From an optimization exercise on the open Yosys and OpenROAD flow, aimed at small area, a short achievable clock period and few clock cycles; shortcuts taken in it are not production practice.
RTL that was checked went through simulation tests only; none was proved equivalent to the original.

==> flow/design.v (excerpt) <==
module SP_wocg(
	clk,
	rst_n,
	in_valid,
	in_data,
	in_mode,
	out_valid,
	out_data
);
For scale: roughly 170 flip-flops, ~25 I/O pins, about 17,000 um2 of cells after synthesis.
make LEC_CHECK=0 ABC_AREA=1 ABC_CLOCK_PERIOD_IN_PS=3500 CAP_MARGIN=20 CORE_MARGIN=2 CORE_UTILIZATION=40 SETUP_SLACK_MARGIN=4.0 SLEW_MARGIN=20 SYNTH_MEMORY_MAX_BITS=16384 TNS_END_PERCENT=5 finish   # period 8.0 ns
run.sh (not shown) runs the stock make flow with config.mk's settings and CLKGATE_MAP_FILE= SYNTH_SCRIPT=/design/flow/synth_recipe.tcl, a recipe that flattens the netlist after the stock synthesis.
Testbench counts at the start, summed over its fixed seeds: cycles 6,421.
Change:
--- a/flow/design.v
+++ b/flow/design.v
@@ -93,19 +93,29 @@
 		ph_s  <= !mode[1] && (cnt >= 5'd2) && (cnt <= 5'd7);
 		ins   <= mode[2] && (mode[1] ? (cnt >= 5'd8) && (cnt <= 5'd13)
 		                             : (cnt >= 5'd2) && (cnt <= 5'd7));
 		ph_o  <= (cnt != 5'd0) && !last && (cnt + 5'd1 >= os);
 	end
 end
 reg  [8:0] nlog_r;
 reg        ahi_r;        
 wire       in_hi = in_data[8];
-wire [7:0] in_f = in_hi ? ~in_data[7:0] - 8'd2 : in_data[7:0];    
+reg  [7:0] in_f;
+reg        in_all1;
+always @(*) begin
+	in_f[0] = in_data[0] ^ in_hi;
+	in_f[1] = in_data[1];
+	in_all1 = in_data[1];
+	for (k = 2; k < 8; k = k + 1) begin
+		in_f[k] = in_data[k] ^ (in_hi & ~in_all1);
+		in_all1 = in_all1 & in_data[k];
+	end
+end
 reg  [8:0] nlog_t;
 always @(posedge clk) begin
 	nlog_r <= nlog_t;
 	ahi_r  <= in_hi;
 end
 always @(*) begin
 	case (in_f)
       8'd0: nlog_t = 9'd0;
       8'd1: nlog_t = 9'd0;
Outcome: The changed run ran to the end with no violations. Global-route usage is higher by 0.66 points. Setup slack loses 0.050 ns. Fmax falls by about 1.2%. Area after synthesis went down by about 1.2%. Routed wire length grows by about 4%. Core utilization goes up by 2.2 points. Cell area increases by about 3%. Worst hold slack barely changes. Synthesized cell count goes down by 1.5%.
Function not checked in the second run of this note: the RTL went through the layout flow alone.

* * *

## the reference run
Another version of the RTL of SP_wocg (not shown whole).
For scale: roughly 2800 cells after synthesis, ~180 flip-flops, roughly 0.018 mm² of cells after synthesis.
clock: 8.0 ns
lec_check: 0
abc_area: 1
abc_clock_period_in_ps: 3500
cap_margin: 20
core_margin: 2
core_utilization: 40
setup_slack_margin: 4.0
slew_margin: 20
synth_memory_max_bits: 16384
tns_end_percent: 5
Relative to the reference run, the following input files were edited for the trial run:
diff --git a/flow/design.v b/flow/design.v
--- a/flow/design.v
+++ b/flow/design.v
@@ -55,17 +55,17 @@
 reg [4:0] cnt;           
 reg [2:0] mode;
 wire start = (cnt == 5'd0) && in_valid;
 reg [4:0] os;            
 always @(*) begin
 	case ({mode[2], mode[1]})
 		2'b00: os = 5'd6;
-		2'b10: os = 5'd8;
+		2'b10: os = 5'd9;
 		2'b01: os = 5'd9;
-		default: os = 5'd14;
+		default: os = 5'd15;
 	endcase
 end
 wire last = (cnt == os + 5'd5);
 wire [4:0] cnt_n = start ? 5'd1 : (cnt == 5'd0 || last) ? 5'd0 : cnt + 5'd1;
 always @(posedge clk or negedge rst_n) begin
 	if (!rst_n) cnt <= 5'd0;
 	else        cnt <= cnt_n;
@@ -87,16 +87,16 @@
 	end else begin
 		ph_nl <= start || ((cnt >= 5'd1) && (cnt <= 5'd5));
 		first <= start;
 		ph_b  <= (cnt >= 5'd1) && (cnt <= 5'd6);
 		ph_k  <= mode[1] && (cnt >= 5'd6) && (cnt <= 5'd11);
 		ph_c  <= mode[1] && (cnt >= 5'd7) && (cnt <= 5'd12);
 		ph_s  <= !mode[1] && (cnt >= 5'd2) && (cnt <= 5'd7);
-		ins   <= mode[2] && (mode[1] ? (cnt >= 5'd7) && (cnt <= 5'd12)
-		                             : (cnt >= 5'd1) && (cnt <= 5'd6));
+		ins   <= mode[2] && (mode[1] ? (cnt >= 5'd8) && (cnt <= 5'd13)
+		                             : (cnt >= 5'd2) && (cnt <= 5'd7));
 		ph_o  <= (cnt != 5'd0) && !last && (cnt + 5'd1 >= os);
 	end
 end
 reg  [8:0] nlog_r;
 reg        ahi_r;        
 wire       in_hi = in_data[8];
 wire [7:0] in_f = in_hi ? ~in_data[7:0] - 8'd2 : in_data[7:0];    
@@ -635,54 +635,44 @@
 	t_r  <= exp_t;
 	tq_r <= e_in[8];
 end
 wire [8:0] v_r = tq_r ? 9'd509 - t_r : t_r;
 reg [8:0] rs [0:5];      
 reg [8:0] rc [0:5];      
 reg       rv [0:5];      
-reg [8:0] x_r;           
 wire [8:0] k_x = mode[0] ? ns : rc[0];
 wire [8:0] k_y = mode[0] ? rc[0] : ns;
 assign e_in = ph_k ? qsub(k_x, k_y) : nl_a;
 always @(posedge clk) if (ph_nl) ns <= first ? nl_a : qadd(ns, nl_a);
 wire [8:0] bval = mode[0] ? v_r : rs[1];
 wire [8:0] s_y = (mode[0] | ph_c) ? t_r : rs[1];
 wire       s_n = (mode[0] | ph_c) & tq_r;
-wire [8:0] x = mode[1] ? v_r : bval;
 reg  [5:0] gt;           
 always @(*) begin
 	for (k = 0; k < 6; k = k + 1)
-		gt[k] = (k == 1) || (rv[k] && (x < rc[k]));
+		gt[k] = (k == 2) || (rv[k] && (rc[2] < rc[k]));
 end
 always @(posedge clk) begin
 	for (k = 0; k < 6; k = k + 1) begin
 		rs[(k+1)%6] <= rs[k];
-		if (ins && gt[k]) rc[(k+1)%6] <= (gt[(k+1)%6] && k != 0) ? rc[(k+1)%6] : x;
+		if (ins && gt[k]) rc[(k+1)%6] <= gt[(k+1)%6] ? rc[(k+1)%6] : rc[2];
 		else              rc[(k+1)%6] <= rc[k];
 		rv[(k+1)%6] <= rv[k] & ~start;
 	end
 	if (in_valid) rs[0] <= in_data;
 	if (ph_nl) rc[1] <= nl_a;
 	if (ph_b || ph_c) begin
 		rs[2] <= maddq(rs[1], s_y, s_n);
-		if (!ins) rc[2] <= ph_c ? v_r : mode[1] ? rc[1] : bval;
+		rc[2] <= ph_c ? v_r : mode[1] ? rc[1] : bval;
 	end
-	x_r <= bval;
-	if (ph_s) rs[3] <= madd(rs[2], x_r);
-	if (ins) rv[2] <= 1'b1;
+	if (ph_s) rs[3] <= madd(rs[2], rc[2]);
+	if (ins) rv[3] <= 1'b1;
 end
-reg [8:0] o_s, o_c;
-always @(*) begin
-	case ({mode[2], mode[1]})
-		2'b00:   begin o_s = rs[5]; o_c = rc[5]; end
-		2'b01:   begin o_s = rs[2]; o_c = rc[2]; end
-		default: begin o_s = rs[1]; o_c = rc[1]; end
-	endcase
-end
-wire [8:0] e_val = madd(o_s, o_c);
+wire       o_2 = mode[2] | mode[1];
+wire [8:0] e_val = madd(o_2 ? rs[2] : rs[5], o_2 ? rc[2] : rc[5]);
 always @(posedge clk or negedge rst_n) begin
 	if (!rst_n) begin
 		out_valid <= 1'b0;
 		out_data  <= 9'd0;
 	end else begin
 		out_valid <= ph_o;
 		out_data  <= ph_o ? e_val : 9'd0;
Findings:
- The trial run ended with more worst slew slack as a fraction of its limit than the reference run.
- [the trial run vs the reference run] fmax: lower in the trial run
- When the final numbers for the reference run and the trial run were put side by side, the worst setup margin turned out to be greater in the reference run.
- The fraction of layout cells with a size suffix above 1 on the reference run is in line with that on the trial run.
- For total routed wirelength, dividing the value from the trial run by the value from the reference run gives 0.930.
No functional check of the RTL was part of any run of this note.

* * *

== run a ==
SP_wocg, a different RTL version from the one above (not shown whole).
For scale: ~2,500 cells after synthesis, ~25 I/O pins.
==> flow/config.mk <==
export PLATFORM = sky130hd
export DESIGN_NAME = SP_wocg
export DESIGN_NICKNAME = SP_wocg
export VERILOG_FILES = /design/flow/design.v
export SDC_FILE = /design/flow/constraint.sdc
export NUM_CORES = 4
export LEC_CHECK = 0
export ABC_AREA = 1
export ABC_CLOCK_PERIOD_IN_PS = 3500
export CAP_MARGIN = 20
export CORE_MARGIN = 2
export CORE_UTILIZATION = 40
export SETUP_SLACK_MARGIN = 4.0
export SLEW_MARGIN = 20
export SYNTH_MEMORY_MAX_BITS = 16384
export TNS_END_PERCENT = 5
==> flow/constraint.sdc <==
create_clock -name core_clock -period 8.0 [get_ports {clk}]
set_input_delay 1.6000 -clock core_clock [delete_from_list [all_inputs] [get_ports {clk}]]
set_output_delay 1.6000 -clock core_clock [all_outputs]
set_load 0.01 [all_outputs]
Input-level comparison between run b and run a:
diff --git a/flow/design.v b/flow/design.v
--- a/flow/design.v
+++ b/flow/design.v
@@ -61,46 +61,47 @@
 		2'b00: os = 5'd6;
 		2'b10: os = 5'd10;
 		2'b01: os = 5'd10;
 		default: os = 5'd16;
 	endcase
 end
 wire last = (cnt == os + 5'd5);
 wire [4:0] cnt_n = start ? 5'd1 : (cnt == 5'd0 || last) ? 5'd0 : cnt + 5'd1;
+wire [2:0] mode_n = start ? in_mode : mode;
 always @(posedge clk or negedge rst_n) begin
 	if (!rst_n) cnt <= 5'd0;
 	else        cnt <= cnt_n;
 end
 always @(posedge clk) if (start) mode <= in_mode;
 reg ph_nl;       
 reg ph_b;        
 reg ph_k;        
-reg ph_ns;       
+reg k_first;     
 reg ph_c;        
 reg ph_s;        
 reg ins;         
 reg ph_o;        
 reg first;       
 always @(posedge clk or negedge rst_n) begin
 	if (!rst_n) begin
 		ph_nl <= 1'b0; ph_b <= 1'b0; ph_k <= 1'b0;
-		ph_c <= 1'b0; ph_s <= 1'b0; ins <= 1'b0; ph_ns <= 1'b0;
+		ph_c <= 1'b0; ph_s <= 1'b0; ins <= 1'b0; k_first <= 1'b0;
 		ph_o <= 1'b0; first <= 1'b0;
 	end else begin
-		ph_nl <= (cnt >= 5'd1) && (cnt <= 5'd6);
-		first <= start;
-		ph_ns <= start || ((cnt >= 5'd1) && (cnt <= 5'd5));
-		ph_b  <= (cnt >= 5'd2) && (cnt <= 5'd7);
-		ph_k  <= mode[1] && (cnt >= 5'd6) && (cnt <= 5'd11);
-		ph_c  <= mode[1] && (cnt >= 5'd8) && (cnt <= 5'd13);
-		ph_s  <= !mode[1] && (cnt >= 5'd3) && (cnt <= 5'd8);
-		ins   <= mode[2] && (mode[1] ? (cnt >= 5'd9) && (cnt <= 5'd14)
-		                             : (cnt >= 5'd3) && (cnt <= 5'd8));
-		ph_o  <= (cnt != 5'd0) && !last && (cnt + 5'd1 >= os);
+		ph_nl <= (cnt_n >= 5'd2) && (cnt_n <= 5'd7);
+		first <= (cnt_n == 5'd2);
+		ph_b  <= (cnt_n >= 5'd3) && (cnt_n <= 5'd8);
+		ph_k  <= mode_n[1] && (cnt_n >= 5'd7) && (cnt_n <= 5'd12);
+		k_first <= (cnt_n == 5'd7);
+		ph_c  <= mode_n[1] && (cnt_n >= 5'd9) && (cnt_n <= 5'd14);
+		ph_s  <= !mode_n[1] && (cnt_n >= 5'd4) && (cnt_n <= 5'd9);
+		ins   <= mode_n[2] && (mode_n[1] ? (cnt_n >= 5'd10) && (cnt_n <= 5'd15)
+		                                 : (cnt_n >= 5'd4) && (cnt_n <= 5'd9));
+		ph_o  <= (cnt_n != 5'd0) && (cnt_n >= os);
 	end
 end
 reg [7:0] af_r;          
 reg       ahi_r;         
 wire      in_hi = in_data[8];
 wire [7:0] in_f = in_hi ? ~in_data[7:0] - 8'd2 : in_data[7:0];    
 always @(posedge clk) begin
 	af_r  <= in_f;
@@ -636,20 +637,22 @@
 always @(posedge clk) begin
 	t_r  <= exp_t;
 	tq_r <= e_in[8];
 end
 wire [8:0] v_r = tq_r ? 9'd509 - t_r : t_r;
 reg [8:0] rs [0:5];      
 reg [8:0] rc [0:5];      
 reg       rv [0:5];      
-wire [8:0] k_x = mode[0] ? ns : rc[0];
-wire [8:0] k_y = mode[0] ? rc[0] : ns;
+wire [8:0] ns_n = first ? e_in : qadd(ns, e_in);
+wire [8:0] ns_x = k_first ? ns_n : ns;
+wire [8:0] k_x = mode[0] ? ns_x : rc[0];
+wire [8:0] k_y = mode[0] ? rc[0] : ns_x;
 always @(posedge clk) e_in <= ph_k ? qsub(k_x, k_y) : nl_a;
-always @(posedge clk) if (ph_ns) ns <= first ? nl_a : qadd(ns, nl_a);
+always @(posedge clk) if (ph_nl) ns <= ns_n;
 wire [8:0] bval = mode[0] ? v_r : rs[2];
 wire [8:0] s_y = (mode[0] | ph_c) ? t_r : rs[2];
 wire       s_n = (mode[0] | ph_c) & tq_r;
 reg  [5:0] gt;           
 always @(*) begin
 	for (k = 0; k < 6; k = k + 1)
 		gt[k] = (k == 3) || (rv[k] && (rc[3] < rc[k]));
 end
Results
Run b reached the end of the flow, and the finished layout is clean on the timing, design-rule and antenna checks. Compared with run a, in run b number of antenna violations at the first check in global routing now smaller, unique cell type count in the Yosys netlist now larger, upper clock frequency limit now smaller, synthesized area per cell now smaller. [compare] base=run a new=run b: proportion of cell area spent on the clock network held. Wire length came out lower on run b than on run a. The signal arrival time at the worst endpoint of run b is higher than that of run a.
No run of this note included a check of the RTL's function; only the layout flow was run.

* * *

== build 35 ==
SP_wocg, a different RTL version from the one above (not shown whole).
Size in the first run: roughly 3000 cells after synthesis, ~25 I/O pins, ~19000 um^2 of cells after synthesis.
## SP_wocg
module SP_wocg(
	clk,
	rst_n,
	in_valid,
	in_data,
	in_mode,
	out_valid,
	out_data
);
input clk, rst_n, in_valid;
input [2:0] in_mode;
input [8:0] in_data;
output reg out_valid;
output reg [8:0] out_data;
integer k;
function [8:0] qadd;     
	input [8:0] x, y;
	reg [9:0] s, s2;
	begin
		s  = {2'b0, x[7:0]} + {2'b0, y[7:0]};
		s2 = {2'b0, x[7:0]} + {2'b0, y[7:0]} + 10'd258;   
		if (s2[9]) qadd = {~(x[8] ^ y[8]), s2[7:0]};
		else       qadd = {x[8] ^ y[8], s[7:0]};
	end
endfunction
function [8:0] qneg;     
	input [8:0] x;
	begin
		if (x[7:0] == 8'd0) qneg = x;
		else                qneg = {~x[8], 8'd254 - x[7:0]};
	end
endfunction
function [8:0] qsub;     
	input [8:0] x, y;
	reg [8:0] d, d2;
	begin
		d  = {1'b0, x[7:0]} - {1'b0, y[7:0]};
		d2 = {1'b0, x[7:0]} - {1'b0, y[7:0]} + 9'd254;
		if (d[8]) qsub = {~(x[8] ^ y[8]), d2[7:0]};
		else      qsub = {x[8] ^ y[8], d[7:0]};
	end
endfunction
function [8:0] maddq;    
	input [8:0] x, y;
	input       n;
	reg [9:0] s, s1;
	begin
		s  = {1'b0, x} + {1'b0, y ^ {9{n}}} + {9'd0, n};    
		s1 = s + (n ? 10'd509 : 10'd3);                     
		maddq = (n ? ~s[9] : s1[9]) ? s1[8:0] : s[8:0];
	end
endfunction
function [8:0] madd;     
	input [8:0] x, y;
	reg [9:0] s, s1;
	begin
		s  = {1'b0, x} + {1'b0, y};
		s1 = {1'b0, x} + {1'b0, y} + 10'd3;      
		madd = s1[9] ? s1[8:0] : s[8:0];
	end
endfunction
function [2:0] pop6;
	input [5:0] v;
	begin
		case (v)
			6'd0: pop6 = 3'd0;
			6'd1: pop6 = 3'd1;
			6'd2: pop6 = 3'd1;
			6'd3: pop6 = 3'd2;
			6'd4: pop6 = 3'd1;
			6'd5: pop6 = 3'd2;
			6'd6: pop6 = 3'd2;
			6'd7: pop6 = 3'd3;
			6'd8: pop6 = 3'd1;
			6'd9: pop6 = 3'd2;
			6'd10: pop6 = 3'd2;
			6'd11: pop6 = 3'd3;
			6'd12: pop6 = 3'd2;
			6'd13: pop6 = 3'd3;
			6'd14: pop6 = 3'd3;
			6'd15: pop6 = 3'd4;
			6'd16: pop6 = 3'd1;
			6'd17: pop6 = 3'd2;
			6'd18: pop6 = 3'd2;
			6'd19: pop6 = 3'd3;
			6'd20: pop6 = 3'd2;
			6'd21: pop6 = 3'd3;
			6'd22: pop6 = 3'd3;
			6'd23: pop6 = 3'd4;
			6'd24: pop6 = 3'd2;
  ...
make LEC_CHECK=0 ABC_AREA=1 ABC_CLOCK_PERIOD_IN_PS=3500 CAP_MARGIN=20 CORE_MARGIN=2 CORE_UTILIZATION=40 SETUP_SLACK_MARGIN=4.0 SLEW_MARGIN=20 SYNTH_MEMORY_MAX_BITS=16384 TNS_END_PERCENT=5 finish   # period 8.0 ns
Modified inputs, trial 86 compared to build 35
diff --git a/flow/design.v b/flow/design.v
--- a/flow/design.v
+++ b/flow/design.v
@@ -17,25 +17,18 @@
 	input [8:0] x, y;
 	reg [9:0] s, s2;
 	begin
 		s  = {2'b0, x[7:0]} + {2'b0, y[7:0]};
 		s2 = {2'b0, x[7:0]} + {2'b0, y[7:0]} + 10'd258;   
 		if (s2[9]) qadd = {~(x[8] ^ y[8]), s2[7:0]};
 		else       qadd = {x[8] ^ y[8], s[7:0]};
 	end
 endfunction
-function [8:0] qneg;     
-	input [8:0] x;
-	begin
-		if (x[7:0] == 8'd0) qneg = x;
-		else                qneg = {~x[8], 8'd254 - x[7:0]};
-	end
-endfunction
 function [8:0] qsub;     
 	input [8:0] x, y;
 	reg [8:0] d, d2;
 	begin
 		d  = {1'b0, x[7:0]} - {1'b0, y[7:0]};
 		d2 = {1'b0, x[7:0]} - {1'b0, y[7:0]} + 9'd254;
 		if (d[8]) qsub = {~(x[8] ^ y[8]), d2[7:0]};
 		else      qsub = {x[8] ^ y[8], d[7:0]};
 	end
@@ -148,40 +141,35 @@
 always @(posedge clk or negedge rst_n) begin
 	if (!rst_n) cnt <= 5'd0;
 	else        cnt <= cnt_n;
 end
 always @(posedge clk) if (start) mode <= in_mode;
 reg ph_nl;       
 reg ph_b;        
 reg ph_k;        
 reg k_first;     
-reg ph_z;        
-reg z_first;
 reg ph_c;        
 reg ph_s;        
 reg ins;         
 reg ph_o;        
 reg first;       
 reg [2:0] oc;
 always @(posedge clk or negedge rst_n) begin
 	if (!rst_n) begin
 		ph_nl <= 1'b0; ph_b <= 1'b0; ph_k <= 1'b0;
 		ph_c <= 1'b0; ph_s <= 1'b0; ins <= 1'b0; k_first <= 1'b0;
-		ph_z <= 1'b0; z_first <= 1'b0;
 		ph_o <= 1'b0; first <= 1'b0; oc <= 3'd0;
 	end else begin
 		ph_nl <= (cnt_n >= 5'd2) && (cnt_n <= 5'd7);
 		first <= (cnt_n == 5'd2);
 		ph_b  <= (cnt_n >= 5'd3) && (cnt_n <= 5'd8);
 		ph_k  <= mode_n[1] && (cnt_n >= 5'd7) && (cnt_n <= 5'd12);
 		k_first <= (cnt_n == 5'd7);
-		ph_z  <= (cnt_n >= 5'd3) && (cnt_n <= 5'd6);
-		z_first <= (cnt_n == 5'd3);
 		ph_c  <= mode_n[1] && (cnt_n >= 5'd9) && (cnt_n <= 5'd14);
 		ph_s  <= !mode_n[1] && (cnt_n >= 5'd4) && (cnt_n <= 5'd9);
 		ins   <= mode_n[2] && (mode_n[1] ? (cnt_n >= 5'd10) && (cnt_n <= 5'd15)
 		                                 : (cnt_n >= 5'd4) && (cnt_n <= 5'd9));
 		ph_o  <= (cnt_n != 5'd0) && (cnt_n >= os);
 		oc    <= ph_o ? oc + 3'd1 : 3'd0;
 	end
 end
 reg [7:0] af_r;          
@@ -722,26 +710,24 @@
 always @(posedge clk) begin
 	t_r  <= exp_t;
 	tq_r <= e_in[8];
 end
 wire [8:0] v_r = tq_r ? 9'd509 - t_r : t_r;
 reg [8:0] rs [0:5];      
 reg [8:0] rc [0:5];      
 reg [2:0] rk [0:5];      
 reg       rv [0:5];      
-reg  [8:0] zs;           
-wire [8:0] z_t = mode[0] ? e_in : qneg(e_in);
-wire [8:0] z_n = qadd(zs, z_t);
-always @(posedge clk) if (ph_z) zs <= z_first ? z_t : z_n;
-wire [8:0] k_x = mode[0] ? ns : rc[0];
-wire [8:0] k_y = mode[0] ? rc[0] : ns;
-always @(posedge clk) e_in <= ph_k ? (k_first ? z_n : qsub(k_x, k_y)) : nl_a;
-always @(posedge clk) if (ph_nl) ns <= first ? e_in : qadd(ns, e_in);
+wire [8:0] ns_n = first ? e_in : qadd(ns, e_in);
+wire [8:0] ns_x = k_first ? ns_n : ns;
+wire [8:0] k_x = mode[0] ? ns_x : rc[0];
+wire [8:0] k_y = mode[0] ? rc[0] : ns_x;
+always @(posedge clk) e_in <= ph_k ? qsub(k_x, k_y) : nl_a;
+always @(posedge clk) if (ph_nl) ns <= ns_n;
 wire [8:0] bval = mode[0] ? v_r : rs[2];
 wire [8:0] s_y = (mode[0] | ph_c) ? t_r : rs[2];
 wire       s_n = (mode[0] | ph_c) & tq_r;
 reg  [5:0] lt;
 reg  [5:0] ge;
 always @(*) begin
 	for (k = 0; k < 6; k = k + 1) begin
 		lt[k] = (k != 3) && (rc[3] < rc[k]);
 		ge[k] = (k != 3) && rv[k] && !lt[k];
--- outcome ---
- Trial 86 was carried through to the last stage, and its layout satisfied the timing, design-rule and antenna checks.
- Trial 86 vs. build 35: global placement routability congestion decreased 2.1%; worst reg-to-reg setup slack decreased by 0.10 ns relative to the old numbers; count of vias placed by the detailed router has decreased.
- Build 35 → trial 86: total standard cell area after synthesis fell by about 8%; final core utilization fell by 0.97 points; timing-limited maximum frequency fell by 4.4%; overall die area fell by about 8%.
Testbench counts of trial 86, summed over its fixed seeds: cycles 6,708.
The RTL of build 35 was laid out without a check of its function.

-- separate check: timing with driven ports --
The flow's constraints put no driver on any port. The routed layouts listed below were extracted and timed again, unchanged, in two steps. Step 1 (the two cells are an assumption about what drives the block):
set clk [get_ports {clk}]
set_driving_cell -lib_cell sky130_fd_sc_hd__clkbuf_16 $clk
set_driving_cell -lib_cell sky130_fd_sc_hd__buf_2 [delete_from_list [all_inputs] $clk]
Step 2, shift: input delay + t, output delay - t, t = (earliest + latest rising clock arrival at the registers) / 2. This alone moves slack from input paths to output paths. Slacks: no drivers / after step 1 / after step 2; pairs: no drivers / after step 1.
| run | t (ns) | setup WS [ns] | worst setup path after step 2 | clock arrival spread, ns |
|---|---|---|---|---|
| the first run of note 1 | 0.505 | 3.987 / 4.017 / 3.512 | input to register | 0.021 / 0.020 |
| the second run of note 1 | 0.513 | 3.936 / 3.966 / 3.453 | input to register | 0.019 / 0.018 |
| the reference run | 0.498 | 3.989 / 4.015 / 3.517 | input to register | 0.025 / 0.024 |
| the trial run | 0.485 | 3.951 / 3.974 / 3.489 | input to register | 0.015 / 0.015 |
| run a | 0.545 | 3.965 / 3.997 / 3.452 | input to register | 0.039 / 0.039 |
| run b | 0.528 | 3.844 / 3.875 / 3.349 | input to register | 0.035 / 0.035 |
| build 35 | 0.605 | 3.912 / 3.940 / 3.336 | input to register | 0.019 / 0.019 |
| trial 86 | 0.504 | 3.724 / 3.753 / 3.249 | input to register | 0.018 / 0.018 |
After both steps every run listed still meets setup and hold. For build 35, which loses most, drivers alone change the setup slack by +0.028 ns; drivers and shift together by -0.576 ns.
